This design comes from an exercise in tuning for small area, a short achievable clock period and few clock cycles on the open sky130 flow, not from production work.
In this exercise RTL edits were held to simulation tests only and were not proved equivalent to the original.

<file path="flow/flow/run.sh">
#!/bin/bash
# The standard layout (the standard.sh: ORFS with the standard synthesis,
# floorplan, power grid and tap cells), with one change: every input and
# output port is still given its own buffer, but a plain sky130 buffer
# (buf_2) instead of the delay cell (clkdlybuf4s50_1) buffer_ports picks by
# default, which adds about 0.6 ns to every path into or out of the design.
set -euo pipefail
export BUFFER_PORTS_ARGS="-buffer_cell sky130_fd_sc_hd__buf_2"
bash standard.sh > standard_make.log 2>&1
</file>
<file path="flow/standard.sh">
#!/bin/bash
# synth_recipe.tcl (not shown) runs the flow's synth.tcl, then flattens the netlist and writes it again
# the make line also repeats each setting of config.mk as NAME=value (left out here)
make -C /OpenROAD-flow-scripts/flow DESIGN_CONFIG=/design/flow/config.mk WORK_HOME=/design/flow/orfs CLKGATE_MAP_FILE= SYNTH_SCRIPT=/design/flow/synth_recipe.tcl "${@:-finish}"
</file>
<file path="flow/config.mk">
export PLATFORM = sky130hd
export DESIGN_NAME = cnn_accel
export DESIGN_NICKNAME = cnn_accel
export VERILOG_FILES = /design/flow/design.v
export SDC_FILE = /design/flow/constraint.sdc
export NUM_CORES = 4
export LEC_CHECK = 0
export CAP_MARGIN = 20
export CORE_MARGIN = 2
export CORE_UTILIZATION = 65
export CTS_CLUSTER_DIAMETER = 80
export CTS_CLUSTER_SIZE = 24
export SLEW_MARGIN = 20
</file>
<file path="flow/constraint.sdc">
create_clock -name core_clock -period 20.0 [get_ports {clk}]
set_input_delay 4.0000 -clock core_clock [delete_from_list [all_inputs] [get_ports {clk}]]
set_output_delay 4.0000 -clock core_clock [all_outputs]
set_load 0.01 [all_outputs]
</file>
<file path="flow/design.v">
module booth_enc (
    input  [15:0] x,
    output [7:0]  one,
    output [7:0]  two,
    output [7:0]  neg
);
wire [16:0] xe = {x, 1'b0};
genvar k;
generate
    for (k = 0; k < 8; k = k + 1) begin : g_d
        assign one[k] = xe[2*k+1] ^ xe[2*k];
        assign two[k] = (xe[2*k+2] & ~xe[2*k+1] & ~xe[2*k]) | (~xe[2*k+2] & xe[2*k+1] & xe[2*k]);
        assign neg[k] = xe[2*k+2];
    end
endgenerate
endmodule
module mul_cs (
    input  [7:0]  one,
    input  [7:0]  two,
    input  [7:0]  neg,
    input  [15:0] w,
    output [15:0] s,
    output [15:0] c,
    output        c12
);
wire [15:0] wg = w;
wire pp_0_0 = ((one[0] & wg[0])) ^ neg[0];
wire pp_0_1 = ((one[0] & wg[1]) | (two[0] & wg[0])) ^ neg[0];
wire pp_0_2 = ((one[0] & wg[2]) | (two[0] & wg[1])) ^ neg[0];
wire pp_0_3 = ((one[0] & wg[3]) | (two[0] & wg[2])) ^ neg[0];
wire pp_0_4 = ((one[0] & wg[4]) | (two[0] & wg[3])) ^ neg[0];
wire pp_0_5 = ((one[0] & wg[5]) | (two[0] & wg[4])) ^ neg[0];
wire pp_0_6 = ((one[0] & wg[6]) | (two[0] & wg[5])) ^ neg[0];
wire pp_0_7 = ((one[0] & wg[7]) | (two[0] & wg[6])) ^ neg[0];
wire pp_0_8 = ((one[0] & wg[8]) | (two[0] & wg[7])) ^ neg[0];
wire pp_0_9 = ((one[0] & wg[9]) | (two[0] & wg[8])) ^ neg[0];
wire pp_0_10 = ((one[0] & wg[10]) | (two[0] & wg[9])) ^ neg[0];
wire pp_0_11 = ((one[0] & wg[11]) | (two[0] & wg[10])) ^ neg[0];
wire pp_0_12 = ((one[0] & wg[12]) | (two[0] & wg[11])) ^ neg[0];
wire pp_0_13 = ((one[0] & wg[13]) | (two[0] & wg[12])) ^ neg[0];
wire pp_0_14 = ((one[0] & wg[14]) | (two[0] & wg[13])) ^ neg[0];
wire pp_0_15 = ((one[0] & wg[15]) | (two[0] & wg[14])) ^ neg[0];
wire pp_0_16 = ~(((one[0] & wg[15]) | (two[0] & wg[15])) ^ neg[0]);
wire pp_1_0 = ((one[1] & wg[0])) ^ neg[1];
wire pp_1_1 = ((one[1] & wg[1]) | (two[1] & wg[0])) ^ neg[1];
wire pp_1_2 = ((one[1] & wg[2]) | (two[1] & wg[1])) ^ neg[1];
wire pp_1_3 = ((one[1] & wg[3]) | (two[1] & wg[2])) ^ neg[1];
wire pp_1_4 = ((one[1] & wg[4]) | (two[1] & wg[3])) ^ neg[1];
wire pp_1_5 = ((one[1] & wg[5]) | (two[1] & wg[4])) ^ neg[1];
wire pp_1_6 = ((one[1] & wg[6]) | (two[1] & wg[5])) ^ neg[1];
wire pp_1_7 = ((one[1] & wg[7]) | (two[1] & wg[6])) ^ neg[1];
wire pp_1_8 = ((one[1] & wg[8]) | (two[1] & wg[7])) ^ neg[1];
wire pp_1_9 = ((one[1] & wg[9]) | (two[1] & wg[8])) ^ neg[1];
wire pp_1_10 = ((one[1] & wg[10]) | (two[1] & wg[9])) ^ neg[1];
wire pp_1_11 = ((one[1] & wg[11]) | (two[1] & wg[10])) ^ neg[1];
wire pp_1_12 = ((one[1] & wg[12]) | (two[1] & wg[11])) ^ neg[1];
wire pp_1_13 = ((one[1] & wg[13]) | (two[1] & wg[12])) ^ neg[1];
wire pp_1_14 = ((one[1] & wg[14]) | (two[1] & wg[13])) ^ neg[1];
wire pp_1_15 = ((one[1] & wg[15]) | (two[1] & wg[14])) ^ neg[1];
wire pp_1_16 = ~(((one[1] & wg[15]) | (two[1] & wg[15])) ^ neg[1]);
wire pp_2_0 = ((one[2] & wg[0])) ^ neg[2];
wire pp_2_1 = ((one[2] & wg[1]) | (two[2] & wg[0])) ^ neg[2];
wire pp_2_2 = ((one[2] & wg[2]) | (two[2] & wg[1])) ^ neg[2];
wire pp_2_3 = ((one[2] & wg[3]) | (two[2] & wg[2])) ^ neg[2];
wire pp_2_4 = ((one[2] & wg[4]) | (two[2] & wg[3])) ^ neg[2];
wire pp_2_5 = ((one[2] & wg[5]) | (two[2] & wg[4])) ^ neg[2];
wire pp_2_6 = ((one[2] & wg[6]) | (two[2] & wg[5])) ^ neg[2];
wire pp_2_7 = ((one[2] & wg[7]) | (two[2] & wg[6])) ^ neg[2];
wire pp_2_8 = ((one[2] & wg[8]) | (two[2] & wg[7])) ^ neg[2];
wire pp_2_9 = ((one[2] & wg[9]) | (two[2] & wg[8])) ^ neg[2];
wire pp_2_10 = ((one[2] & wg[10]) | (two[2] & wg[9])) ^ neg[2];
wire pp_2_11 = ((one[2] & wg[11]) | (two[2] & wg[10])) ^ neg[2];
wire pp_2_12 = ((one[2] & wg[12]) | (two[2] & wg[11])) ^ neg[2];
wire pp_2_13 = ((one[2] & wg[13]) | (two[2] & wg[12])) ^ neg[2];
wire pp_2_14 = ((one[2] & wg[14]) | (two[2] & wg[13])) ^ neg[2];
wire pp_2_15 = ((one[2] & wg[15]) | (two[2] & wg[14])) ^ neg[2];
wire pp_2_16 = ~(((one[2] & wg[15]) | (two[2] & wg[15])) ^ neg[2]);
wire pp_3_0 = ((one[3] & wg[0])) ^ neg[3];
wire pp_3_1 = ((one[3] & wg[1]) | (two[3] & wg[0])) ^ neg[3];
wire pp_3_2 = ((one[3] & wg[2]) | (two[3] & wg[1])) ^ neg[3];
wire pp_3_3 = ((one[3] & wg[3]) | (two[3] & wg[2])) ^ neg[3];
wire pp_3_4 = ((one[3] & wg[4]) | (two[3] & wg[3])) ^ neg[3];
wire pp_3_5 = ((one[3] & wg[5]) | (two[3] & wg[4])) ^ neg[3];
wire pp_3_6 = ((one[3] & wg[6]) | (two[3] & wg[5])) ^ neg[3];
wire pp_3_7 = ((one[3] & wg[7]) | (two[3] & wg[6])) ^ neg[3];
wire pp_3_8 = ((one[3] & wg[8]) | (two[3] & wg[7])) ^ neg[3];
wire pp_3_9 = ((one[3] & wg[9]) | (two[3] & wg[8])) ^ neg[3];
wire pp_3_10 = ((one[3] & wg[10]) | (two[3] & wg[9])) ^ neg[3];
wire pp_3_11 = ((one[3] & wg[11]) | (two[3] & wg[10])) ^ neg[3];
wire pp_3_12 = ((one[3] & wg[12]) | (two[3] & wg[11])) ^ neg[3];
wire pp_3_13 = ((one[3] & wg[13]) | (two[3] & wg[12])) ^ neg[3];
wire pp_3_14 = ((one[3] & wg[14]) | (two[3] & wg[13])) ^ neg[3];
wire pp_3_15 = ((one[3] & wg[15]) | (two[3] & wg[14])) ^ neg[3];
wire pp_3_16 = ~(((one[3] & wg[15]) | (two[3] & wg[15])) ^ neg[3]);
wire pp_4_0 = ((one[4] & wg[0])) ^ neg[4];
wire pp_4_1 = ((one[4] & wg[1]) | (two[4] & wg[0])) ^ neg[4];
wire pp_4_2 = ((one[4] & wg[2]) | (two[4] & wg[1])) ^ neg[4];
wire pp_4_3 = ((one[4] & wg[3]) | (two[4] & wg[2])) ^ neg[4];
wire pp_4_4 = ((one[4] & wg[4]) | (two[4] & wg[3])) ^ neg[4];
wire pp_4_5 = ((one[4] & wg[5]) | (two[4] & wg[4])) ^ neg[4];
wire pp_4_6 = ((one[4] & wg[6]) | (two[4] & wg[5])) ^ neg[4];
wire pp_4_7 = ((one[4] & wg[7]) | (two[4] & wg[6])) ^ neg[4];
wire pp_4_8 = ((one[4] & wg[8]) | (two[4] & wg[7])) ^ neg[4];
wire pp_4_9 = ((one[4] & wg[9]) | (two[4] & wg[8])) ^ neg[4];
wire pp_4_10 = ((one[4] & wg[10]) | (two[4] & wg[9])) ^ neg[4];
wire pp_4_11 = ((one[4] & wg[11]) | (two[4] & wg[10])) ^ neg[4];
wire pp_4_12 = ((one[4] & wg[12]) | (two[4] & wg[11])) ^ neg[4];
wire pp_4_13 = ((one[4] & wg[13]) | (two[4] & wg[12])) ^ neg[4];
wire pp_4_14 = ((one[4] & wg[14]) | (two[4] & wg[13])) ^ neg[4];
wire pp_4_15 = ((one[4] & wg[15]) | (two[4] & wg[14])) ^ neg[4];
wire pp_4_16 = ~(((one[4] & wg[15]) | (two[4] & wg[15])) ^ neg[4]);
wire pp_5_0 = ((one[5] & wg[0])) ^ neg[5];
wire pp_5_1 = ((one[5] & wg[1]) | (two[5] & wg[0])) ^ neg[5];
wire pp_5_2 = ((one[5] & wg[2]) | (two[5] & wg[1])) ^ neg[5];
wire pp_5_3 = ((one[5] & wg[3]) | (two[5] & wg[2])) ^ neg[5];
wire pp_5_4 = ((one[5] & wg[4]) | (two[5] & wg[3])) ^ neg[5];
wire pp_5_5 = ((one[5] & wg[5]) | (two[5] & wg[4])) ^ neg[5];
wire pp_5_6 = ((one[5] & wg[6]) | (two[5] & wg[5])) ^ neg[5];
wire pp_5_7 = ((one[5] & wg[7]) | (two[5] & wg[6])) ^ neg[5];
wire pp_5_8 = ((one[5] & wg[8]) | (two[5] & wg[7])) ^ neg[5];
wire pp_5_9 = ((one[5] & wg[9]) | (two[5] & wg[8])) ^ neg[5];
wire pp_5_10 = ((one[5] & wg[10]) | (two[5] & wg[9])) ^ neg[5];
wire pp_5_11 = ((one[5] & wg[11]) | (two[5] & wg[10])) ^ neg[5];
wire pp_5_12 = ((one[5] & wg[12]) | (two[5] & wg[11])) ^ neg[5];
wire pp_5_13 = ((one[5] & wg[13]) | (two[5] & wg[12])) ^ neg[5];
wire pp_5_14 = ((one[5] & wg[14]) | (two[5] & wg[13])) ^ neg[5];
wire pp_5_15 = ((one[5] & wg[15]) | (two[5] & wg[14])) ^ neg[5];
wire pp_5_16 = ~(((one[5] & wg[15]) | (two[5] & wg[15])) ^ neg[5]);
wire pp_6_0 = ((one[6] & wg[0])) ^ neg[6];
wire pp_6_1 = ((one[6] & wg[1]) | (two[6] & wg[0])) ^ neg[6];
wire pp_6_2 = ((one[6] & wg[2]) | (two[6] & wg[1])) ^ neg[6];
wire pp_6_3 = ((one[6] & wg[3]) | (two[6] & wg[2])) ^ neg[6];
wire pp_6_4 = ((one[6] & wg[4]) | (two[6] & wg[3])) ^ neg[6];
wire pp_6_5 = ((one[6] & wg[5]) | (two[6] & wg[4])) ^ neg[6];
wire pp_6_6 = ((one[6] & wg[6]) | (two[6] & wg[5])) ^ neg[6];
wire pp_6_7 = ((one[6] & wg[7]) | (two[6] & wg[6])) ^ neg[6];
wire pp_6_8 = ((one[6] & wg[8]) | (two[6] & wg[7])) ^ neg[6];
wire pp_6_9 = ((one[6] & wg[9]) | (two[6] & wg[8])) ^ neg[6];
wire pp_6_10 = ((one[6] & wg[10]) | (two[6] & wg[9])) ^ neg[6];
wire pp_6_11 = ((one[6] & wg[11]) | (two[6] & wg[10])) ^ neg[6];
wire pp_6_12 = ((one[6] & wg[12]) | (two[6] & wg[11])) ^ neg[6];
wire pp_6_13 = ((one[6] & wg[13]) | (two[6] & wg[12])) ^ neg[6];
wire pp_6_14 = ((one[6] & wg[14]) | (two[6] & wg[13])) ^ neg[6];
wire pp_6_15 = ((one[6] & wg[15]) | (two[6] & wg[14])) ^ neg[6];
wire pp_7_0 = ((one[7] & wg[0])) ^ neg[7];
wire pp_7_1 = ((one[7] & wg[1]) | (two[7] & wg[0])) ^ neg[7];
wire pp_7_2 = ((one[7] & wg[2]) | (two[7] & wg[1])) ^ neg[7];
wire pp_7_3 = ((one[7] & wg[3]) | (two[7] & wg[2])) ^ neg[7];
wire pp_7_4 = ((one[7] & wg[4]) | (two[7] & wg[3])) ^ neg[7];
wire pp_7_5 = ((one[7] & wg[5]) | (two[7] & wg[4])) ^ neg[7];
wire pp_7_6 = ((one[7] & wg[6]) | (two[7] & wg[5])) ^ neg[7];
wire pp_7_7 = ((one[7] & wg[7]) | (two[7] & wg[6])) ^ neg[7];
wire pp_7_8 = ((one[7] & wg[8]) | (two[7] & wg[7])) ^ neg[7];
wire pp_7_9 = ((one[7] & wg[9]) | (two[7] & wg[8])) ^ neg[7];
wire pp_7_10 = ((one[7] & wg[10]) | (two[7] & wg[9])) ^ neg[7];
wire pp_7_11 = ((one[7] & wg[11]) | (two[7] & wg[10])) ^ neg[7];
wire pp_7_12 = ((one[7] & wg[12]) | (two[7] & wg[11])) ^ neg[7];
wire pp_7_13 = ((one[7] & wg[13]) | (two[7] & wg[12])) ^ neg[7];
wire hs0 = pp_0_10 ^ pp_1_8;
wire hc0 = pp_0_10 & pp_1_8;
wire hs1 = pp_0_11 ^ pp_1_9;
wire hc1 = pp_0_11 & pp_1_9;
wire tfs0 = pp_0_12 ^ pp_1_10;
wire fs0 = tfs0 ^ pp_2_8;
wire fc0 = (pp_0_12 & pp_1_10) | (tfs0 & pp_2_8);
wire hs2 = pp_3_6 ^ pp_4_4;
wire hc2 = pp_3_6 & pp_4_4;
wire tfs1 = pp_0_13 ^ pp_1_11;
wire fs1 = tfs1 ^ pp_2_9;
wire fc1 = (pp_0_13 & pp_1_11) | (tfs1 & pp_2_9);
wire hs3 = pp_3_7 ^ pp_4_5;
wire hc3 = pp_3_7 & pp_4_5;
wire tfs2 = pp_0_14 ^ pp_1_12;
wire fs2 = tfs2 ^ pp_2_10;
wire fc2 = (pp_0_14 & pp_1_12) | (tfs2 & pp_2_10);
wire tfs3 = pp_3_8 ^ pp_4_6;
wire fs3 = tfs3 ^ pp_5_4;
wire fc3 = (pp_3_8 & pp_4_6) | (tfs3 & pp_5_4);
wire hs4 = pp_6_2 ^ pp_7_0;
wire hc4 = pp_6_2 & pp_7_0;
wire tfs4 = pp_0_15 ^ pp_1_13;
wire fs4 = tfs4 ^ pp_2_11;
wire fc4 = (pp_0_15 & pp_1_13) | (tfs4 & pp_2_11);
wire tfs5 = pp_3_9 ^ pp_4_7;
wire fs5 = tfs5 ^ pp_5_5;
wire fc5 = (pp_3_9 & pp_4_7) | (tfs5 & pp_5_5);
wire hs5 = pp_6_3 ^ pp_7_1;
wire hc5 = pp_6_3 & pp_7_1;
wire tfs6 = pp_0_16 ^ pp_1_14;
wire fs6 = tfs6 ^ pp_2_12;
wire fc6 = (pp_0_16 & pp_1_14) | (tfs6 & pp_2_12);
wire tfs7 = pp_3_10 ^ pp_4_8;
wire fs7 = tfs7 ^ pp_5_6;
wire fc7 = (pp_3_10 & pp_4_8) | (tfs7 & pp_5_6);
wire tfs8 = pp_6_4 ^ pp_7_2;
wire fs8 = tfs8 ^ 1'b1;
wire fc8 = (pp_6_4 & pp_7_2) | (tfs8 & 1'b1);
wire tfs9 = pp_1_15 ^ pp_2_13;
wire fs9 = tfs9 ^ pp_3_11;
wire fc9 = (pp_1_15 & pp_2_13) | (tfs9 & pp_3_11);
wire tfs10 = pp_4_9 ^ pp_5_7;
wire fs10 = tfs10 ^ pp_6_5;
wire fc10 = (pp_4_9 & pp_5_7) | (tfs10 & pp_6_5);
wire hs6 = pp_7_3 ^ 1'b1;
wire hc6 = pp_7_3 & 1'b1;
wire tfs11 = pp_1_16 ^ pp_2_14;
wire fs11 = tfs11 ^ pp_3_12;
wire fc11 = (pp_1_16 & pp_2_14) | (tfs11 & pp_3_12);
wire tfs12 = pp_4_10 ^ pp_5_8;
wire fs12 = tfs12 ^ pp_6_6;
wire fc12 = (pp_4_10 & pp_5_8) | (tfs12 & pp_6_6);
wire tfs13 = pp_2_15 ^ pp_3_13;
wire fs13 = tfs13 ^ pp_4_11;
wire fc13 = (pp_2_15 & pp_3_13) | (tfs13 & pp_4_11);
wire hs7 = pp_5_9 ^ pp_6_7;
wire hc7 = pp_5_9 & pp_6_7;
wire tfs14 = pp_2_16 ^ pp_3_14;
wire fs14 = tfs14 ^ pp_4_12;
wire fc14 = (pp_2_16 & pp_3_14) | (tfs14 & pp_4_12);
wire hs8 = pp_3_15 ^ pp_4_13;
wire hc8 = pp_3_15 & pp_4_13;
wire hs9 = pp_0_6 ^ pp_1_4;
wire hc9 = pp_0_6 & pp_1_4;
wire hs10 = pp_0_7 ^ pp_1_5;
wire hc10 = pp_0_7 & pp_1_5;
wire tfs15 = pp_0_8 ^ pp_1_6;
wire fs15 = tfs15 ^ pp_2_4;
wire fc15 = (pp_0_8 & pp_1_6) | (tfs15 & pp_2_4);
wire hs11 = pp_3_2 ^ pp_4_0;
wire hc11 = pp_3_2 & pp_4_0;
wire tfs16 = pp_0_9 ^ pp_1_7;
wire fs16 = tfs16 ^ pp_2_5;
wire fc16 = (pp_0_9 & pp_1_7) | (tfs16 & pp_2_5);
wire hs12 = pp_3_3 ^ pp_4_1;
wire hc12 = pp_3_3 & pp_4_1;
wire tfs17 = hs0 ^ pp_2_6;
wire fs17 = tfs17 ^ pp_3_4;
wire fc17 = (hs0 & pp_2_6) | (tfs17 & pp_3_4);
wire tfs18 = pp_4_2 ^ pp_5_0;
wire fs18 = tfs18 ^ neg[5];
wire fc18 = (pp_4_2 & pp_5_0) | (tfs18 & neg[5]);
wire tfs19 = hc0 ^ hs1;
wire fs19 = tfs19 ^ pp_2_7;
wire fc19 = (hc0 & hs1) | (tfs19 & pp_2_7);
wire tfs20 = pp_3_5 ^ pp_4_3;
wire fs20 = tfs20 ^ pp_5_1;
wire fc20 = (pp_3_5 & pp_4_3) | (tfs20 & pp_5_1);
wire tfs21 = hc1 ^ fs0;
wire fs21 = tfs21 ^ hs2;
wire fc21 = (hc1 & fs0) | (tfs21 & hs2);
wire tfs22 = pp_5_2 ^ pp_6_0;
wire fs22 = tfs22 ^ neg[6];
wire fc22 = (pp_5_2 & pp_6_0) | (tfs22 & neg[6]);
wire tfs23 = fc0 ^ hc2;
wire fs23 = tfs23 ^ fs1;
wire fc23 = (fc0 & hc2) | (tfs23 & fs1);
wire tfs24 = hs3 ^ pp_5_3;
wire fs24 = tfs24 ^ pp_6_1;
wire fc24 = (hs3 & pp_5_3) | (tfs24 & pp_6_1);
wire tfs25 = fc1 ^ hc3;
wire fs25 = tfs25 ^ fs2;
wire fc25 = (fc1 & hc3) | (tfs25 & fs2);
wire tfs26 = fs3 ^ hs4;
wire fs26 = tfs26 ^ neg[7];
wire fc26 = (fs3 & hs4) | (tfs26 & neg[7]);
wire tfs27 = fc2 ^ fc3;
wire fs27 = tfs27 ^ hc4;
wire fc27 = (fc2 & fc3) | (tfs27 & hc4);
wire tfs28 = fs4 ^ fs5;
wire fs28 = tfs28 ^ hs5;
wire fc28 = (fs4 & fs5) | (tfs28 & hs5);
wire tfs29 = fc4 ^ fc5;
wire fs29 = tfs29 ^ hc5;
wire fc29 = (fc4 & fc5) | (tfs29 & hc5);
wire tfs30 = fs6 ^ fs7;
wire fs30 = tfs30 ^ fs8;
wire fc30 = (fs6 & fs7) | (tfs30 & fs8);
wire tfs31 = fc6 ^ fc7;
wire fs31 = tfs31 ^ fc8;
wire fc31 = (fc6 & fc7) | (tfs31 & fc8);
wire tfs32 = fs9 ^ fs10;
wire fs32 = tfs32 ^ hs6;
wire fc32 = (fs9 & fs10) | (tfs32 & hs6);
wire tfs33 = fc9 ^ fc10;
wire fs33 = tfs33 ^ hc6;
wire fc33 = (fc9 & fc10) | (tfs33 & hc6);
wire tfs34 = fs11 ^ fs12;
wire fs34 = tfs34 ^ pp_7_4;
wire fc34 = (fs11 & fs12) | (tfs34 & pp_7_4);
wire tfs35 = fc11 ^ fc12;
wire fs35 = tfs35 ^ fs13;
wire fc35 = (fc11 & fc12) | (tfs35 & fs13);
wire tfs36 = hs7 ^ pp_7_5;
wire fs36 = tfs36 ^ 1'b1;
wire fc36 = (hs7 & pp_7_5) | (tfs36 & 1'b1);
wire tfs37 = fc13 ^ hc7;
wire fs37 = tfs37 ^ fs14;
wire fc37 = (fc13 & hc7) | (tfs37 & fs14);
wire tfs38 = pp_5_10 ^ pp_6_8;
wire fs38 = tfs38 ^ pp_7_6;
wire fc38 = (pp_5_10 & pp_6_8) | (tfs38 & pp_7_6);
wire tfs39 = fc14 ^ hs8;
wire fs39 = tfs39 ^ pp_5_11;
wire fc39 = (fc14 & hs8) | (tfs39 & pp_5_11);
wire tfs40 = pp_6_9 ^ pp_7_7;
wire fs40 = tfs40 ^ 1'b1;
wire fc40 = (pp_6_9 & pp_7_7) | (tfs40 & 1'b1);
wire tfs41 = hc8 ^ pp_3_16;
wire fs41 = tfs41 ^ pp_4_14;
wire fc41 = (hc8 & pp_3_16) | (tfs41 & pp_4_14);
wire tfs42 = pp_5_12 ^ pp_6_10;
wire fs42 = tfs42 ^ pp_7_8;
wire fc42 = (pp_5_12 & pp_6_10) | (tfs42 & pp_7_8);
wire tfs43 = pp_4_15 ^ pp_5_13;
wire fs43 = tfs43 ^ pp_6_11;
wire fc43 = (pp_4_15 & pp_5_13) | (tfs43 & pp_6_11);
wire hs13 = pp_7_9 ^ 1'b1;
wire hc13 = pp_7_9 & 1'b1;
wire tfs44 = pp_4_16 ^ pp_5_14;
wire fs44 = tfs44 ^ pp_6_12;
wire fc44 = (pp_4_16 & pp_5_14) | (tfs44 & pp_6_12);
wire hs14 = pp_5_15 ^ pp_6_13;
wire hc14 = pp_5_15 & pp_6_13;
wire hs15 = pp_0_4 ^ pp_1_2;
wire hc15 = pp_0_4 & pp_1_2;
wire hs16 = pp_0_5 ^ pp_1_3;
wire hc16 = pp_0_5 & pp_1_3;
wire tfs45 = hs9 ^ pp_2_2;
wire fs45 = tfs45 ^ pp_3_0;
wire fc45 = (hs9 & pp_2_2) | (tfs45 & pp_3_0);
wire tfs46 = hc9 ^ hs10;
wire fs46 = tfs46 ^ pp_2_3;
wire fc46 = (hc9 & hs10) | (tfs46 & pp_2_3);
wire tfs47 = hc10 ^ fs15;
wire fs47 = tfs47 ^ hs11;
wire fc47 = (hc10 & fs15) | (tfs47 & hs11);
wire tfs48 = fc15 ^ hc11;
wire fs48 = tfs48 ^ fs16;
wire fc48 = (fc15 & hc11) | (tfs48 & fs16);
wire tfs49 = fc16 ^ hc12;
wire fs49 = tfs49 ^ fs17;
wire fc49 = (fc16 & hc12) | (tfs49 & fs17);
wire tfs50 = fc17 ^ fc18;
wire fs50 = tfs50 ^ fs19;
wire fc50 = (fc17 & fc18) | (tfs50 & fs19);
wire tfs51 = fc19 ^ fc20;
wire fs51 = tfs51 ^ fs21;
wire fc51 = (fc19 & fc20) | (tfs51 & fs21);
wire tfs52 = fc21 ^ fc22;
wire fs52 = tfs52 ^ fs23;
wire fc52 = (fc21 & fc22) | (tfs52 & fs23);
wire tfs53 = fc23 ^ fc24;
wire fs53 = tfs53 ^ fs25;
wire fc53 = (fc23 & fc24) | (tfs53 & fs25);
wire tfs54 = fc25 ^ fc26;
wire fs54 = tfs54 ^ fs27;
wire fc54 = (fc25 & fc26) | (tfs54 & fs27);
wire tfs55 = fc27 ^ fc28;
wire fs55 = tfs55 ^ fs29;
wire fc55 = (fc27 & fc28) | (tfs55 & fs29);
wire tfs56 = fc29 ^ fc30;
wire fs56 = tfs56 ^ fs31;
wire fc56 = (fc29 & fc30) | (tfs56 & fs31);
wire tfs57 = fc31 ^ fc32;
wire fs57 = tfs57 ^ fs33;
wire fc57 = (fc31 & fc32) | (tfs57 & fs33);
wire tfs58 = fc33 ^ fc34;
wire fs58 = tfs58 ^ fs35;
wire fc58 = (fc33 & fc34) | (tfs58 & fs35);
wire tfs59 = fc35 ^ fc36;
wire fs59 = tfs59 ^ fs37;
wire fc59 = (fc35 & fc36) | (tfs59 & fs37);
wire tfs60 = fc37 ^ fc38;
wire fs60 = tfs60 ^ fs39;
wire fc60 = (fc37 & fc38) | (tfs60 & fs39);
wire tfs61 = fc39 ^ fc40;
wire fs61 = tfs61 ^ fs41;
wire fc61 = (fc39 & fc40) | (tfs61 & fs41);
wire tfs62 = fc41 ^ fc42;
wire fs62 = tfs62 ^ fs43;
wire fc62 = (fc41 & fc42) | (tfs62 & fs43);
wire tfs63 = fc43 ^ hc13;
wire fs63 = tfs63 ^ fs44;
wire fc63 = (fc43 & hc13) | (tfs63 & fs44);
wire tfs64 = fc44 ^ hs14;
wire fs64 = tfs64 ^ pp_7_11;
wire fc64 = (fc44 & hs14) | (tfs64 & pp_7_11);
wire tfs65 = hc14 ^ pp_5_16;
wire fs65 = tfs65 ^ pp_6_14;
wire fc65 = (hc14 & pp_5_16) | (tfs65 & pp_6_14);
wire hs17 = pp_6_15 ^ pp_7_13;
wire hc17 = pp_6_15 & pp_7_13;
wire hs18 = pp_0_2 ^ pp_1_0;
wire hc18 = pp_0_2 & pp_1_0;
wire hs19 = pp_0_3 ^ pp_1_1;
wire hc19 = pp_0_3 & pp_1_1;
wire tfs66 = hs15 ^ pp_2_0;
wire fs66 = tfs66 ^ neg[2];
wire fc66 = (hs15 & pp_2_0) | (tfs66 & neg[2]);
wire tfs67 = hc15 ^ hs16;
wire fs67 = tfs67 ^ pp_2_1;
wire fc67 = (hc15 & hs16) | (tfs67 & pp_2_1);
wire tfs68 = hc16 ^ fs45;
wire fs68 = tfs68 ^ neg[3];
wire fc68 = (hc16 & fs45) | (tfs68 & neg[3]);
wire tfs69 = fc45 ^ fs46;
wire fs69 = tfs69 ^ pp_3_1;
wire fc69 = (fc45 & fs46) | (tfs69 & pp_3_1);
wire tfs70 = fc46 ^ fs47;
wire fs70 = tfs70 ^ neg[4];
wire fc70 = (fc46 & fs47) | (tfs70 & neg[4]);
wire tfs71 = fc47 ^ fs48;
wire fs71 = tfs71 ^ hs12;
wire fc71 = (fc47 & fs48) | (tfs71 & hs12);
wire tfs72 = fc48 ^ fs49;
wire fs72 = tfs72 ^ fs18;
wire fc72 = (fc48 & fs49) | (tfs72 & fs18);
wire tfs73 = fc49 ^ fs50;
wire fs73 = tfs73 ^ fs20;
wire fc73 = (fc49 & fs50) | (tfs73 & fs20);
wire tfs74 = fc50 ^ fs51;
wire fs74 = tfs74 ^ fs22;
wire fc74 = (fc50 & fs51) | (tfs74 & fs22);
wire tfs75 = fc51 ^ fs52;
wire fs75 = tfs75 ^ fs24;
wire fc75 = (fc51 & fs52) | (tfs75 & fs24);
wire tfs76 = fc52 ^ fs53;
wire fs76 = tfs76 ^ fs26;
wire fc76 = (fc52 & fs53) | (tfs76 & fs26);
wire tfs77 = fc53 ^ fs54;
wire fs77 = tfs77 ^ fs28;
wire fc77 = (fc53 & fs54) | (tfs77 & fs28);
wire tfs78 = fc54 ^ fs55;
wire fs78 = tfs78 ^ fs30;
wire fc78 = (fc54 & fs55) | (tfs78 & fs30);
wire tfs79 = fc55 ^ fs56;
wire fs79 = tfs79 ^ fs32;
wire fc79 = (fc55 & fs56) | (tfs79 & fs32);
wire tfs80 = fc56 ^ fs57;
wire fs80 = tfs80 ^ fs34;
wire fc80 = (fc56 & fs57) | (tfs80 & fs34);
wire tfs81 = fc57 ^ fs58;
wire fs81 = tfs81 ^ fs36;
wire fc81 = (fc57 & fs58) | (tfs81 & fs36);
wire tfs82 = fc58 ^ fs59;
wire fs82 = tfs82 ^ fs38;
wire fc82 = (fc58 & fs59) | (tfs82 & fs38);
wire tfs83 = fc59 ^ fs60;
wire fs83 = tfs83 ^ fs40;
wire fc83 = (fc59 & fs60) | (tfs83 & fs40);
wire tfs84 = fc60 ^ fs61;
wire fs84 = tfs84 ^ fs42;
wire fc84 = (fc60 & fs61) | (tfs84 & fs42);
wire tfs85 = fc61 ^ fs62;
wire fs85 = tfs85 ^ hs13;
wire fc85 = (fc61 & fs62) | (tfs85 & hs13);
wire tfs86 = fc62 ^ fs63;
wire fs86 = tfs86 ^ pp_7_10;
wire fc86 = (fc62 & fs63) | (tfs86 & pp_7_10);
wire tfs87 = fc63 ^ fs64;
wire fs87 = tfs87 ^ 1'b1;
wire fc87 = (fc63 & fs64) | (tfs87 & 1'b1);
wire tfs88 = fc64 ^ fs65;
wire fs88 = tfs88 ^ pp_7_12;
wire fc88 = (fc64 & fs65) | (tfs88 & pp_7_12);
wire tfs89 = fc65 ^ hs17;
wire fs89 = tfs89 ^ 1'b1;
wire fc89 = (fc65 & hs17) | (tfs89 & 1'b1);
wire [27:0] ra = {fc88, fc87, fc86, fc85, fc84, fc83, fc82, fc81, fc80, fc79, fc78, fc77, fc76, fc75, fc74, fc73, fc72, fc71, fc70, fc69, fc68, fc67, fc66, hc19, hc18, hs18, pp_0_1, pp_0_0};
wire [27:0] rb = {fs89, fs88, fs87, fs86, fs85, fs84, fs83, fs82, fs81, fs80, fs79, fs78, fs77, fs76, fs75, fs74, fs73, fs72, fs71, fs70, fs69, fs68, fs67, fs66, hs19, neg[1], 1'b0, neg[0]};
wire [12:0] lo = {1'b0, ra[11:0]} + {1'b0, rb[11:0]};
assign s = ra[27:12];
assign c = rb[27:12];
assign c12 = lo[12];
endmodule
module cnn_accel (
    input         clk,
    input         rst_n,       
    input         cnn_start,   
    output        cnn_finish,  
    output        mem_we,
    output [19:0] mem_addr,
    output [15:0] mem_wdata,
    input  [15:0] mem_rdata
);
localparam P = 8;            
localparam S_IDLE  = 3'd0;
localparam S_INIT  = 3'd1;   
localparam S_X     = 3'd2;   
localparam S_W     = 3'd3;   
localparam S_WR    = 3'd4;   
localparam S_PR    = 3'd5;   
localparam S_PD    = 3'd6;   
localparam K_NONE = 2'd0;
localparam K_X    = 2'd1;
localparam K_W    = 2'd2;
localparam K_P    = 2'd3;
reg [2:0]  st;
reg        start_q;     
reg        fin_q;
reg        we_q;
reg [19:0] addr_q;
reg [15:0] wdata_q;
assign cnn_finish = fin_q;
assign mem_we     = we_q;
assign mem_addr   = addr_q;
assign mem_wdata  = wdata_q;
reg [4:0] lay;
wire [19:0] c_in      = ({20{lay[0]}} & 20'd2) | ({20{lay[1]}} & 20'd17906) | ({20{lay[2]}} & 20'd34306) | ({20{lay[3]}} & 20'd53890) | ({20{lay[4]}} & 20'd566914);  
wire [19:0] c_w       = ({20{lay[0]}} & 20'd3074) | ({20{lay[1]}} & 20'd21506) | ({20{lay[2]}} & 20'd35458) | ({20{lay[3]}} & 20'd54914) | ({20{lay[4]}} & 20'd567414);  
wire [19:0] c_out     = ({20{lay[0]}} & 20'd3506) | ({20{lay[1]}} & 20'd29698) | ({20{lay[2]}} & 20'd53890) | ({20{lay[3]}} & 20'd566914) | ({20{lay[4]}} & 20'd572414);  
wire [10:0] c_n       = ({11{lay[0]}} & 11'd27) | ({11{lay[1]}} & 11'd256) | ({11{lay[2]}} & 11'd288) | ({11{lay[3]}} & 11'd1024) | ({11{lay[4]}} & 11'd500);  
wire [1:0] c_kmax    = ({2{lay[0]}} & 2'd2) | ({2{lay[1]}} & 2'd3) | ({2{lay[2]}} & 2'd2) | ({2{lay[3]}} & 2'd3);  
wire [4:0] c_ohmax   = ({5{lay[0]}} & 5'd29) | ({5{lay[1]}} & 5'd11) | ({5{lay[2]}} & 5'd3);  
wire [5:0] c_gmax    = ({6{lay[0]}} & 6'd1) | ({6{lay[1]}} & 6'd3) | ({6{lay[2]}} & 6'd7) | ({6{lay[3]}} & 6'd62) | ({6{lay[4]}} & 6'd1);  
wire [2:0] c_orem    = ({3{lay[3]}} & 3'd4) | ({3{lay[4]}} & 3'd2);  
wire c_skip    = (lay[1] & 1'b1) | (lay[2] & 1'b1) | (lay[3] & 1'b1) | (lay[4] & 1'b1);  
wire [19:0] c_xrow    = ({20{lay[0]}} & 20'd30) | ({20{lay[1]}} & 20'd12) | ({20{lay[2]}} & 20'd4) | ({20{lay[3]}} & 20'd1) | ({20{lay[4]}} & 20'd1);  
wire [19:0] c_xch     = ({20{lay[0]}} & 20'd958) | ({20{lay[1]}} & 20'd177) | ({20{lay[2]}} & 20'd22) | ({20{lay[3]}} & 20'd1) | ({20{lay[4]}} & 20'd1);  
wire [19:0] c_ohsq    = ({20{lay[0]}} & 20'd900) | ({20{lay[1]}} & 20'd144) | ({20{lay[2]}} & 20'd16) | ({20{lay[3]}} & 20'd1) | ({20{lay[4]}} & 20'd1);  
wire [19:0] c_wnext   = ({20{lay[0]}} & 20'd1048388) | ({20{lay[1]}} & 20'd1046785) | ({20{lay[2]}} & 20'd1046561) | ({20{lay[3]}} & 20'd1041409) | ({20{lay[4]}} & 20'd1045077);  
wire [19:0] c_wapos7  = ({20{lay[0]}} & 20'd1035077) | ({20{lay[1]}} & 20'd1044113) | ({20{lay[2]}} & 20'd1047569) | ({20{lay[3]}} & 20'd1048074) | ({20{lay[4]}} & 20'd1048562);  
wire [19:0] c_xlg     = ({20{lay[0]}} & 20'd1046462) | ({20{lay[1]}} & 20'd1045153) | ({20{lay[2]}} & 20'd1047446) | ({20{lay[3]}} & 20'd1047553) | ({20{lay[4]}} & 20'd1048077);  
wire [19:0] c_xlp     = ({20{lay[0]}} & 20'd1046463) | ({20{lay[1]}} & 20'd1045154) | ({20{lay[2]}} & 20'd1047447) | ({20{lay[3]}} & 20'd1047554) | ({20{lay[4]}} & 20'd1048078);  
wire [19:0] c_xlr     = ({20{lay[0]}} & 20'd1046465) | ({20{lay[1]}} & 20'd1045157) | ({20{lay[2]}} & 20'd1047449) | ({20{lay[3]}} & 20'd1047557) | ({20{lay[4]}} & 20'd1048078);  
wire [19:0] c_pin     = lay[0] ? 20'd3506 : 20'd29698;  
wire [19:0] c_pout    = lay[0] ? 20'd17906 : 20'd34306;  
wire [19:0] c_pdown   = lay[0] ? 20'd29 : 20'd11;  
wire [19:0] c_pup     = lay[0] ? 20'd1048547 : 20'd1048565;  
wire [3:0] c_pomax   = lay[0] ? 4'd14 : 4'd5;  
wire [11:0] c_pwin    = lay[0] ? 12'd3600 : 12'd1152;  
wire c_relu = ~lay[4];
reg [19:0] xa;          
reg [19:0] wt;          
reg [19:0] wa;          
reg [11:0] tr;          
reg [1:0]  kc, kr;      
reg [3:0]  k;           
reg [5:0]  og;          
reg [4:0]  oc, orow;    
reg        ft;          
reg        pv;          
reg [1:0]  wsel;        
wire n_tr1  = (tr == 12'd1);
wire n_kc   = (kc == c_kmax);
wire n_kr   = (kr == c_kmax);
wire n_lg   = (og == c_gmax);
wire n_loc  = (oc == c_ohmax);
wire n_prow = (oc[3:0] == c_pomax);
reg f_tr1, f_skip, f_kc, f_kr, f_lg, f_loc, f_lpos, f_prow;
always @(posedge clk) begin
    f_tr1  <= n_tr1;
    f_skip <= c_skip && (tr == 12'd4);
    f_kc   <= n_kc;
    f_kr   <= n_kr;
    f_lg   <= n_lg;
    f_loc  <= n_loc;
    f_lpos <= n_loc && (orow == c_ohmax);
    f_prow <= n_prow;
end
wire last_k = (k == P - 1);
reg [1:0]  i_kind;      
reg        i_f;         
reg  [19:0] ainc;
always @(posedge clk) begin
    case (st)
    S_X:     ainc <= n_tr1 ? (!n_lg ? c_xlg : n_loc ? c_xlr : c_xlp) :
                     !n_kc ? 20'd1 : !n_kr ? c_xrow : c_xch;
    S_W:     ainc <= !last_k ? {9'd0, c_n} : f_tr1 ? 20'd1 : c_wnext;
    S_WR:    ainc <= !last_k ? c_ohsq : f_lg ? c_wapos7 : c_ohsq;
    default: ainc <= (k == 4'd4) ? (n_prow ? 20'd1 : c_pup) :
                     (k == 4'd1) ? c_pdown : 20'd1;
    endcase
end
wire [19:0] a_add = addr_q + ainc;
always @(posedge clk or negedge rst_n) begin
    if (!rst_n) begin
        st      <= S_IDLE;
        start_q <= 1'b0;
        fin_q   <= 1'b0;
        we_q    <= 1'b0;
    end else begin
        start_q <= cnn_start;
        fin_q   <= 1'b0;
        we_q    <= 1'b0;
        case (st)
        S_IDLE:  if (start_q) st <= S_INIT;
        S_INIT:  st <= S_X;
        S_X:     st <= S_W;
        S_W:     if (last_k) st <= f_tr1 ? S_WR : S_X;
        S_WR: begin
            we_q <= !(f_lg && c_orem != 3'd0 && k >= c_orem);
            if (last_k) begin
                if (!f_lg || !f_lpos)     st <= S_X;
                else if (lay[0] | lay[1]) st <= S_PR;
                else if (lay[4]) begin fin_q <= 1'b1; st <= S_IDLE; end
                else                      st <= S_INIT;
            end
        end
        S_PR: begin
            if (k == 4'd3) we_q <= pv;
            if (k == 4'd4 && f_tr1) st <= S_PD;
        end
        S_PD: begin
            if (k == 4'd3) begin
                we_q <= 1'b1;
                st   <= S_INIT;
            end
        end
        default: st <= S_IDLE;
        endcase
    end
end
always @(posedge clk) begin
    i_kind <= K_NONE;
    i_f    <= 1'b0;
    addr_q <= a_add;
    case (st)
    S_IDLE: begin
        lay <= 5'b00001;
        kc  <= 2'd0;
        kr  <= 2'd0;
    end
    S_INIT: begin
        xa <= c_in; wt <= c_w; wa <= c_out; tr <= {1'b0, c_n};
        og <= 6'd0; oc <= 5'd0; orow <= 5'd0; ft <= 1'b1; wsel <= 2'b00;
    end
    S_X: begin
        addr_q <= xa;
        i_kind <= K_X;
        if (!ft) wt <= a_add;
        if (wsel != 2'b00) wa <= a_add;
        wsel <= 2'b00;
        kc <= f_kc ? 2'd0 : kc + 2'd1;
        if (f_kc) kr <= f_kr ? 2'd0 : kr + 2'd1;
        k  <= 4'd0;
    end
    S_W: begin
        if (k == 4'd0) begin
            addr_q <= wt;
            xa <= a_add;
        end
        i_kind <= f_skip ? K_NONE : K_W;
        i_f <= ft;
        k <= k + 4'd1;
        if (last_k) begin
            ft <= 1'b0;
            tr <= tr - 12'd1;
            k  <= 4'd0;
        end
    end
    S_WR: begin
        if (k == 4'd0) begin
            addr_q <= wa;
            wt <= f_lg ? c_w : a_add;
        end
        k <= k + 4'd1;
        if (last_k) begin
            k  <= 4'd0;
            tr <= {1'b0, c_n};
            ft <= 1'b1;
            wsel <= {f_lg, ~f_lg};
            if (!f_lg) begin
                og <= og + 6'd1;
            end else if (!f_lpos) begin
                og <= 6'd0;
                oc <= f_loc ? 5'd0 : oc + 5'd1;
                if (f_loc) orow <= orow + 5'd1;
            end else if (lay[0] | lay[1]) begin
                xa <= c_pin; wa <= c_pout; tr <= c_pwin; oc <= 5'd0; pv <= 1'b0;
            end else begin
                lay <= {lay[3:0], 1'b0};
            end
        end
    end
    S_PR: begin
        if (k != 4'd3) i_kind <= K_P;
        i_f <= (k == 4'd0);
        k <= k + 4'd1;
        case (k)
        4'd0: if (!pv) addr_q <= xa;   
        4'd3: begin addr_q <= wa; xa <= a_add; end
        4'd4: begin
            addr_q <= xa;
            if (pv) wa <= a_add;
            pv <= 1'b1;
            k  <= 4'd0;
            oc <= f_prow ? 5'd0 : oc + 5'd1;
            tr <= tr - 12'd1;
        end
        default: ;
        endcase
    end
    S_PD: begin
        addr_q <= wa;
        k <= k + 4'd1;
        if (k == 4'd3) begin
            k   <= 4'd0;
            lay <= {lay[3:0], 1'b0};
        end
    end
    default: ;
    endcase
end
reg [1:0] d1_kind, d2_kind, d3_kind;
reg       d1_f, d2_f, d3_f, d3_w;
always @(posedge clk) begin
    d1_kind <= i_kind;  d1_f <= i_f;
    d2_kind <= d1_kind; d2_f <= d1_f;
    d3_kind <= d2_kind; d3_f <= d2_f;
    d3_w    <= (d2_kind == K_W);
end
reg [15:0] rd_q;        
reg [7:0]  x_one, x_two, x_neg;   
reg [15:0] ps, pc;      
reg        pc12;        
reg        e_v;         
reg        e_f;         
reg [15:0] ring [0:P];
wire [7:0] b_one, b_two, b_neg;
booth_enc u_enc (.x(rd_q), .one(b_one), .two(b_two), .neg(b_neg));
wire [15:0] ms, mc;
wire        mc12;
mul_cs u_mul (.one(x_one), .two(x_two), .neg(x_neg), .w(rd_q),
              .s(ms), .c(mc), .c12(mc12));
wire [15:0] base = e_f ? 16'd0 : ring[P];
wire [15:0] qs   = e_v ? ps : 16'd0;
wire [15:0] qc   = e_v ? pc : 16'd0;
wire [15:0] as   = base ^ qs ^ qc;
wire [15:0] ac   = (base & qs) | (base & qc) | (qs & qc);
wire [15:0] acc  = as + {ac[14:0], e_v & pc12};
integer j;
always @(posedge clk) begin
    rd_q <= mem_rdata;
    if (d3_kind == K_X) begin
        x_one <= b_one;
        x_two <= b_two;
        x_neg <= b_neg;
    end
    ps   <= ms;
    pc   <= mc;
    pc12 <= mc12;
    e_v  <= d3_w;
    e_f  <= d3_f;
    ring[0] <= acc;
    for (j = 1; j <= P; j = j + 1) ring[j] <= ring[j-1];
    if (d3_kind == K_P) begin
        if (d3_f || rd_q > wdata_q) wdata_q <= rd_q;
    end else if (st == S_WR) begin
        wdata_q <= (c_relu && ring[2][15]) ? 16'd0 : ring[2];
    end
end
endmodule
</file>
==> impl_metrics.py, run 1 <==
metrics = {
    "yosys": {
        "ys_warn_count": 2,
        "synth.distinct_cells": 81,
        "synth_edf_count": 145,
        "synthArstFlopShare_pct": 1.493,
        "synth_fp_nets": 2315,
        "avgSynthCellArea_um2": 10.25,
        "synth_flop_cell": "dfxtp_1",
        "synth.cell_area_mm2": 0.02158,
        "ys_seq_elements": 402,
        "netlist.area_leader.share_pct": 23.28,
        "yosys-top-cells-area": "dfxtp_1 23%, edfxtp_1 20%, fa_1 9.2%",
        "synth_area_leader_cell": "dfxtp_1",
        "yosysSeqAreaShare_pct": 44.15,
        "synth_cells": 2105,
    },
    "floorplan": {
        "initial_core_util_pct": 66.17,
        "dieHeight_um": 186.2,
        "num_rows": 66,
        "fp.dieW_um": 186.2,
        "die-area_mm2": 0.03468,
        "core_mm2": 0.03262,
        "top_level_ports": 57,
    },
    "setup_path": {
        "cp-end-kind": "output pin",
        "cp_data_arrival_time_ns": 1.11,
        "crit_type": "flip-flop to output pin",
        "cp.required_ns": 16.00,
        "worst_setup_path_start_kind": "flip-flop",
        "crit_path_cell_trace": "buf_2",
        "critPathBufInv": 1,
        "critical-path-max-stage-delay_ns": 0.40,
        "path_max_fanout": 2,
        "crit_family": "flip-flops",
        "worst_path_max_delay_cell": "edfxtp_1",
    },
    "drt": {
        "drt-pass1-iter-count": 7,
        "routedWlPerCell_um": 22.84,
        "drtIter0Drc": 1693,
        "avgViaCountPerCell": 6.358,
        "vias": 16150,
        "ant_nets": 0,
        "drc_errors": 0,
        "drt_wl_total_mm": 58.03,
    },
    "sta": {
        "tns_ns": 0,
        "setup_viol": 0,
        "max_freq_ghz": 0.1956,
        "finalClockSkew_ns": 0.02517,
        "tightest_slew_ns": 1.123,
        "maxSlewViolCount": 0,
        "min_period_ns": 5.113,
        "hold_viol_final": 0,
        "timing.final.crit_share_pct": 25.57,
        "slew_headroom_pct": 25.01,
        "worst_hold_slack_ns": 0.3248,
        "rsz0062_at_grt": "false",
    },
    "min_path": {
        "hp-class": "flip-flop to flip-flop",
    },
    "finish": {
        "area_growth_pct": 5.988,
        "final_cell_mix": "251 x dfxtp_1, 160 x inv_1, 145 x edfxtp_1",
        "final_area_mm2": 0.02288,
        "final_common_cell": "dfxtp_1",
        "layout-drive-gt1-share_pct": 7.912,
        "fin_nets": 2294,
        "antennaDiodeCount": 0,
    },
    "placement": {
        "port_buffers": 56,
        "place_congestion": 0.9749,
        "hpwl_mm": 41.01,
        "placed_area_mm2": 0.02218,
    },
    "global_routing": {
        "grt_usage_pct": 34.00,
        "grt_pass1_wl_mm": 89.93,
        "grt_max_degree": 43,
        "first_global_vias": 15920,
        "gr-total-overflow": 0,
        "antenna_found_initial": 2,
    },
    "cts": {
        "clk_transition_reported_paths_ns": 0.10,
        "hold_buffers": 0,
        "cts_tree": "yes",
        "cts_root_buffer": "clkbuf_16",
        "post_cts_resized": 0,
        "clockBufferDepth": 3,
        "postCtsSetupBuffers": 0,
        "insertion_delay_ns": 0.56,
        "cts_made_buffers": 22,
        "h-tree-depth": 1,
        "clkSinkCount": 402,
    },
    "run_status": {
        "status": "timing/DRC/antenna clean",
    },
    "job": {
        "maxCapViolations": 0,
    },
}
-- state kept, by name (all words and copies together), names as in the netlist, 5 cells and up --
register	cells
ring	144
addr_q	20
wa	20
wt	20
xa	20
pc	16
ps	16
rd_q	16
wdata_q	16
ainc	15
tr	12
x_neg	8
x_one	8
x_two	8
og	6
lay	5
oc	5
orow	5
-- final timing paths --
| path | from | end | slack [ns] | cells past startpoint |
|---|---|---|---|---|
| min in group asynchronous | rst_n | we_q | 3.24 | 1 |
| worst max-delay path | wdata_q[1] | mem_wdata[1] | 14.89 | 1 |
| max in group asynchronous | rst_n | st[2] | 16.60 | 1 |
| worst max register to register | e_v | ring[0][14] | 15.88 | 12 |
| worst min-delay path | ring[7][3] | ring[8][3] | 0.32 | 0 |
| worst min register to register | ring[7][3] | ring[8][3] | 0.32 | 0 |
-- kinds of logic (layout without fill, tap and decap cells) --
group	count (synthesis)	after routing	share of synthesized area [%]
AO/OA/AOI/OAI	564	564	17.72
flip-flops	402	402	44.15
buffers and inverters	300	293	5.235
XOR/XNOR	201	201	8.157
AND/OR/NAND/NOR	434	434	9.600
adder cells (fa/ha/maj)	191	191	14.52
multiplexers	13	13	0.6203
-- Yosys cell counts, types with 13 or more instances --
master	instances
dfxtp_1	251
inv_1	160
edfxtp_1	145
a22oi_1	139
nor2_1	136
xnor2_1	123
o21ai_0	120
nand2_1	115
clkbuf_1	112
a21oi_1	103
fa_1	99
ha_1	92
xor2_1	78
and2_1	37
nand3_1	29
nor2b_1	28
nor3_1	26
a22o_1	22
buf_1	20
a31oi_1	19
a21o_1	18
o22ai_1	15
o211ai_1	13
-- stage by stage --
| stage | util [%] | std cells | setup WS [ns] |
|---|---|---|---|
| after global routing | 70.13 | 2540 | 14.84 |
| final | 70.13 | 2540 | 14.89 |
| after floorplan | - | 2105 | 15.59 |
| after CTS | 70.13 | 2540 | 14.86 |
| after detailed placement | 68.01 | 2502 | 15.47 |
| after global placement | 68.01 | 2502 | 15.48 |
-- metal layers --
layer  share of wire, %  up-vias  global-route usage, %
met4                5.6        4                  16.63
met5              0.047        -                      0
li1                   -     7314                      -
met2                 48      849                  57.72
met1                 38     7768                  42.36
met3                7.9      215                  5.666
-- area by class of cell --
type	count	area, um2
multi-input cells	1403	10950
well taps	442	553.0
clock inverters	6	60.06
inverters	165	619.3
flip-flops and latches	402	9529
fillers	2497	9743
repair buffers	90	535.5
clock buffers	32	630.6
Testbench counts, summed over its fixed seeds: cycles 8,190,648.
==> run 2, diff against run 1 <==
--- a/flow/config.mk
+++ b/flow/config.mk
@@ -7,7 +7,7 @@
 export LEC_CHECK = 0
 export CAP_MARGIN = 20
 export CORE_MARGIN = 2
-export CORE_UTILIZATION = 65
+export CORE_UTILIZATION = 80
 export CTS_CLUSTER_DIAMETER = 80
 export CTS_CLUSTER_SIZE = 24
 export SLEW_MARGIN = 20
==> run 2 against run 1 <==
Compared with the run above:
- largest cell class unchanged
- synthesized cell count unchanged
- count of clock-buffer cells in the layout unchanged
- global-route usage up 8.8 points
- still clean
- sequential cell count unchanged
- first-iteration DRC count up 59%
- cell area down 0.85%
- critical path type unchanged
- sequential share of layout area up 0.36 points
==> impl_metrics.py, run 2 <==
metrics = {
    "run_status": {
        "status": "timing/DRC/antenna clean",
    },
    "sta": {
        "max_freq_ghz": 0.1941,
        "maxSlewViolCount": 0,
        "min_period_ns": 5.152,
        "tightest_slew_ns": 1.225,
        "hold_viol_final": 0,
        "finalClockSkew_ns": 0.02360,
        "timing.final.crit_share_pct": 25.76,
        "rsz0062_at_grt": "false",
        "worst_hold_slack_ns": 0.3208,
        "tns_ns": 0,
        "setup_viol": 0,
        "setup_slack_ns": 14.85,
        "slew_headroom_pct": 18.30,
    },
    "global_routing": {
        "grt_pass1_wl_mm": 93.47,
        "grt_max_degree": 50,
        "first_global_vias": 16870,
        "grt_usage_pct": 42.80,
        "gr-total-overflow": 0,
        "antenna_found_initial": 1,
    },
    "yosys": {
        "synth_edf_count": 145,
        "synthAdderAreaFrac_pct": 14.52,
        "netlist.area_leader.share_pct": 23.28,
        "ys_seq_elements": 402,
        "synth_flop_cell": "dfxtp_1",
        "post-synth-top-count-cell": "dfxtp_1",
        "avgSynthCellArea_um2": 10.25,
        "synth_fp_nets": 2315,
        "synth_cells": 2105,
        "synth.distinct_cells": 81,
        "synth_top_family_by_area": "compound AO/OA/AOI/OAI gates",
        "muxShareOfSynthArea_pct": 0.6203,
        "synth_area_leader_cell": "dfxtp_1",
        "yosys-top-cells-area": "dfxtp_1 23%, edfxtp_1 20%, fa_1 9.2%",
        "yosysSeqAreaShare_pct": 44.15,
        "yosys.area_share.simple_pct": 9.600,
        "synth_compound_area_share_pct": 17.72,
        "synth_common_cells": "251 x dfxtp_1, 160 x inv_1, 145 x edfxtp_1",
        "ys_warn_count": 2,
        "synthArstFlopShare_pct": 1.493,
        "synth.cell_area_mm2": 0.02158,
        "synth_xor_xnor_area_share_pct": 8.157,
    },
    "cts": {
        "cts_made_buffers": 22,
        "cts_tree": "yes",
        "insertion_delay_ns": 0.56,
        "cts_root_buffer": "clkbuf_16",
        "postCtsSetupBuffers": 0,
        "clkSinkCount": 402,
        "h-tree-depth": 1,
        "clk_transition_reported_paths_ns": 0.10,
        "post_cts_resized": 0,
        "hold_buffers": 0,
        "clockBufferDepth": 3,
    },
    "floorplan": {
        "num_rows": 60,
        "top_level_ports": 57,
        "dieHeight_um": 168.3,
        "fp.dieW_um": 168.3,
        "core_mm2": 0.02673,
        "die-area_mm2": 0.02831,
        "initial_core_util_pct": 80.76,
    },
    "setup_path": {
        "worst_setup_path_start_kind": "flip-flop",
        "cp-end-kind": "output pin",
        "crit_path_cell_trace": "buf_2",
        "critPathBufInv": 1,
        "cp_data_arrival_time_ns": 1.15,
        "worst_path_max_delay_cell": "edfxtp_1",
        "cp.required_ns": 16.00,
        "critical-path-max-stage-delay_ns": 0.43,
        "crit_family": "flip-flops",
        "crit_type": "flip-flop to output pin",
        "path_max_fanout": 2,
    },
    "finish": {
        "final_cell_mix": "251 x dfxtp_1, 160 x inv_1, 145 x edfxtp_1",
        "utilization_pct": 84.87,
        "fin_nets": 2287,
        "max_flop_register": "ring",
        "layout-drive-gt1-share_pct": 7.464,
        "largest_reg_flops": 144,
        "nFillCells": 1441,
        "final_area_mm2": 0.02268,
        "antennaDiodeCount": 0,
        "final_common_cell": "dfxtp_1",
        "layoutNonFillerInstCount": 2431,
        "area_growth_pct": 5.090,
    },
    "drt": {
        "avgViaCountPerCell": 7.043,
        "drtIter0Drc": 2691,
        "ant_nets": 0,
        "routedWlPerCell_um": 24.90,
        "drt_wl_total_mm": 60.54,
        "vias": 17120,
        "drc_errors": 0,
        "drt-pass1-iter-count": 9,
    },
    "placement": {
        "placed_area_mm2": 0.02201,
        "port_buffers": 56,
        "hpwl_mm": 41.61,
        "dpl.cell_count": 2394,
        "place_congestion": 1.041,
        "post-place-ws_ns": 15.44,
    },
    "job": {
        "maxCapViolations": 0,
    },
    "min_path": {
        "hp-class": "flip-flop to flip-flop",
    },
}
-- run 2: cell counts after synthesis --
Identical to the previous run, type by type.
-- run 2: cell families after synthesis --
logic type | count (synthesis)
AND/OR/NAND/NOR | 434
XOR/XNOR | 201
flip-flops | 402
multiplexers | 13
AO/OA/AOI/OAI | 564
buffers and inverters | 300
adder cells (fa/ha/maj) | 191
-- run 2: worst paths after layout --
check	startpoint	to	slack [ns]	cells after the start
setup reg to reg	e_v	ring[0][14]	15.63	12
hold / removal	ring[0][15]	ring[1][15]	0.32	0
min in group asynchronous	rst_n	start_q	3.24	1
setup / recovery	wdata_q[4]	mem_wdata[4]	14.85	1
hold reg to reg	ring[0][15]	ring[1][15]	0.32	0
max in group asynchronous	rst_n	we_q	16.60	1
-- run 2: cell type report --
class                           count  area [um2]  area share [%]
Inverter                          165       619.3           2.731
Sequential cell                   402        9529           42.01
Tap cell                          341       426.7           1.881
Clock buffer                       32       609.3           2.686
Multi-Input combinational cell   1403       10950           48.27
Timing Repair Buffer               83       483.0           2.129
Clock inverter                      5       66.31          0.2924
-- run 2: routing by layer --
metal / GRT usage (%) / wire length [um] / vias to the layer above
li1: - / - / 7300
met1: 50.69 / 20000 / 7946
met2: 69.94 / 28000 / 1420
met3: 8.698 / 6806 / 454
met4: 31.11 / 5717 / 2
met5: 0 / 13 / -
==> run 3, diff against run 2 <==
==> flow/flow/run.sh (replaced) <==
#!/bin/bash
# The standard layout (the standard.sh: ORFS with the standard synthesis,
# floorplan, power grid and tap cells, at the design's clock and SDC), with
# two changes in how it is made:
# - every input and output port still gets its own buffer, but a plain sky130
#   buffer (buf_2) instead of the delay cell (clkdlybuf4s50_1) buffer_ports
#   picks by default, which adds about 0.6 ns to each path into or out of
#   the design;
# - ORFS's timing repair aims for SETUP_SLACK_MARGIN ns of setup slack, so
#   that it sizes the paths between registers for speed.
set -euo pipefail
export BUFFER_PORTS_ARGS="-buffer_cell sky130_fd_sc_hd__buf_2"
export SETUP_SLACK_MARGIN=15.2
bash standard.sh > standard_make.log 2>&1
--- a/flow/config.mk
+++ b/flow/config.mk
@@ -7,7 +7,5 @@
 export LEC_CHECK = 0
 export CAP_MARGIN = 20
 export CORE_MARGIN = 2
-export CORE_UTILIZATION = 80
-export CTS_CLUSTER_DIAMETER = 80
-export CTS_CLUSTER_SIZE = 24
+export CORE_UTILIZATION = 40
 export SLEW_MARGIN = 20
==> run 3 against run 2 <==
Compared with the run above:
- core utilization is 39 points lower
- count of clock-buffer cells in the layout is 35 higher
- sequential share of layout area is 2.9 points lower
- sequential cell count stayed put
- routed wire length is 3.0% lower
- cell count is 18% higher
- cell area is 7.7% higher
- critical path depth stayed put
- clock skew is 0.028 ns higher
- critical path type unchanged
- largest cell class unchanged
==> impl_metrics.py, run 3 <==
metrics = {
    "global_routing": {
        "grt_max_degree": 50,
        "first_global_vias": 15940,
        "gr-total-overflow": 0,
        "grt_usage_pct": 20.94,
        "antenna_found_initial": 2,
        "grt_pass1_wl_mm": 92.04,
    },
    "setup_path": {
        "crit_path_cell_trace": "buf_2",
        "critPathBufInv": 1,
        "cp.required_ns": 16.00,
        "crit_type": "flip-flop to output pin",
        "cp_data_arrival_time_ns": 1.13,
        "worst_path_max_delay_cell": "edfxtp_1",
        "cp-end-kind": "output pin",
        "path_max_fanout": 2,
        "worst_setup_path_start_kind": "flip-flop",
        "critical-path-max-stage-delay_ns": 0.39,
        "crit_family": "flip-flops",
    },
    "yosys": {
        "ys_warn_count": 2,
        "synth_cells": 2105,
        "synth_fp_nets": 2315,
        "yosys-top-cells-area": "dfxtp_1 23%, edfxtp_1 20%, fa_1 9.2%",
        "synth.cell_area_mm2": 0.02158,
        "synthArstFlopShare_pct": 1.493,
        "synth_area_leader_cell": "dfxtp_1",
        "avgSynthCellArea_um2": 10.25,
        "synth_edf_count": 145,
        "synth_flop_cell": "dfxtp_1",
        "ys_seq_elements": 402,
        "synth_common_cells": "251 x dfxtp_1, 160 x inv_1, 145 x edfxtp_1",
        "synth.distinct_cells": 81,
        "yosysSeqAreaShare_pct": 44.15,
        "post-synth-top-count-cell": "dfxtp_1",
        "netlist.area_leader.share_pct": 23.28,
    },
    "finish": {
        "fin_nets": 2340,
        "area_growth_pct": 13.22,
        "max_flop_register": "ring",
        "final_cell_mix": "231 x dfxtp_1, 160 x inv_1, 145 x edfxtp_1",
        "utilization_pct": 45.59,
        "layoutNonFillerInstCount": 2862,
        "nFillCells": 4972,
        "layout-drive-gt1-share_pct": 11.77,
        "final_common_cell": "dfxtp_1",
        "antennaDiodeCount": 0,
        "largest_reg_flops": 144,
        "final_area_mm2": 0.02444,
    },
    "drt": {
        "drtIter0Drc": 1770,
        "drc_errors": 0,
        "vias": 16230,
        "drt_wl_total_mm": 58.70,
        "avgViaCountPerCell": 5.671,
        "routedWlPerCell_um": 20.51,
        "drt-pass1-iter-count": 6,
        "ant_nets": 0,
    },
    "sta": {
        "tns_ns": 0,
        "hold_viol_final": 0,
        "setup_viol": 0,
        "worst_hold_slack_ns": 0.2925,
        "setup_slack_ns": 14.87,
        "rsz0062_at_grt": "true",
        "max_freq_ghz": 0.1950,
        "tightest_slew_ns": 1.083,
        "min_period_ns": 5.128,
        "slew_headroom_pct": 27.73,
        "timing.final.crit_share_pct": 25.64,
        "maxSlewViolCount": 0,
        "finalClockSkew_ns": 0.05119,
    },
    "cts": {
        "hold_buffers": 0,
        "cts_root_buffer": "clkbuf_16",
        "insertion_delay_ns": 0.59,
        "cts_tree": "yes",
        "clk_transition_reported_paths_ns": 0.06,
        "cts_made_buffers": 44,
        "h-tree-depth": 2,
        "clkSinkCount": 402,
        "clockBufferDepth": 3,
    },
    "floorplan": {
        "dieHeight_um": 236.3,
        "initial_core_util_pct": 40.27,
        "top_level_ports": 57,
        "num_rows": 85,
        "fp.dieW_um": 236.3,
        "core_mm2": 0.05360,
        "die-area_mm2": 0.05583,
    },
    "job": {
        "maxCapViolations": 0,
    },
    "placement": {
        "dpl.cell_count": 2754,
        "post-place-ws_ns": 15.46,
        "port_buffers": 56,
        "hpwl_mm": 40.33,
        "place_congestion": 0.9143,
        "placed_area_mm2": 0.02249,
    },
    "run_status": {
        "status": "timing/DRC/antenna clean",
    },
    "min_path": {
        "hp-class": "flip-flop to flip-flop",
    },
}
[run 3: cell types whose count changed in the layout (fill, tap and decap cells not counted), moves of 2 or more]
| cell | change |
|---|---|
| buf_2 | -20 |
| clkbuf_8 | +7 |
| clkbuf_16 | +30 |
| dfxtp_1 | -20 |
| clkinv_2 | +6 |
| buf_6 | +20 |
| dfxtp_2 | +20 |
| clkinv_4 | +2 |
| clkbuf_1 | -2 |
| nor2_1 | -2 |
| nor2_2 | +2 |
| bufinv_16 | +2 |
| buf_4 | +31 |
[run 3: final cells by class]
class	count	area, um2	area share [%]
clock buffer	67	1449	5.929
clock inverter	15	152.6	0.6247
inverter	165	619.3	2.535
multi-input combinational	1403	10950	44.81
sequential	402	9554	39.10
tap	696	870.8	3.564
timing repair buffer	114	840.8	3.441
[run 3: logic make-up after synthesis]
family | after synthesis | synth area share (%)
xor gates and xnor gates | 201 | 8.157
muxes | 13 | 0.6203
DFF | 402 | 44.15
adders and majority gates | 191 | 14.52
buffers and inverters | 300 | 5.235
AOI/OAI and AO/OA | 564 | 17.72
and+or+nand+nor | 434 | 9.600
[run 3: per-layer routing]
| metal | global-route usage [%] | share of wire [%] | up-vias |
|---|---|---|---|
| li1 | - | - | 7436 |
| met1 | 28.53 | 43 | 7926 |
| met2 | 33.12 | 46 | 738 |
| met3 | 4.096 | 8.1 | 129 |
| met4 | 7.595 | 3.1 | 0 |
| met5 | 0 | 0 | - |
[run 3: repair_timing]
item	in CTS	in global routing
setup endpoints to repair	38	38
gates cloned	0	0
endpoints found under the hold margin	0	0
gates resized for setup	40	0
buffers inserted	14	12
[run 3: final timing paths]
check                               end  slack [ns]  cells after the start  startpoint
hold / removal               d2_kind[1]        0.29                      0  d1_kind[1]
setup / recovery           mem_wdata[0]       14.87                      1  wdata_q[0]
min in group asynchronous         fin_q        3.22                      1       rst_n
max in group asynchronous         st[1]       16.64                      1       rst_n
setup reg to reg                   pc12       16.01                     12     rd_q[6]
hold reg to reg              d2_kind[1]        0.29                      0  d1_kind[1]

re-timing with driven ports:
In the flow no input, the clock included, has a driving cell. The finished layouts below were timed again as built, in two steps.
Step 1: set_driving_cell puts a clkbuf_16 on clk and a buf_2 on each other input, an assumption about the parent block.
Step 2 also shifts input and output timing later by t, the mid clock arrival at the registers, as if the neighbouring blocks saw the same clock.
a / b / c = ideal ports / drivers / drivers and shift; a / b = the first two.
| run | t, ns | slack for setup (ns) | hold slack, ns | slew at the worst register clock pin (ns) | cell pins on the clock port's net |
|---|---|---|---|---|---|
| run 1 | 0.597 | 14.887 / 14.835 / 15.431 | 0.325 / 0.325 / 0.325 | 0.10 / 0.10 | 1 |
| run 2 | 0.604 | 14.848 / 14.797 / 15.401 | 0.321 / 0.321 / 0.321 | 0.10 / 0.10 | 1 |
| run 3 | 0.623 | 14.872 / 14.818 / 15.441 | 0.292 / 0.292 / 0.292 | 0.07 / 0.07 | 1 |
After both steps setup and hold are still met in every run listed.
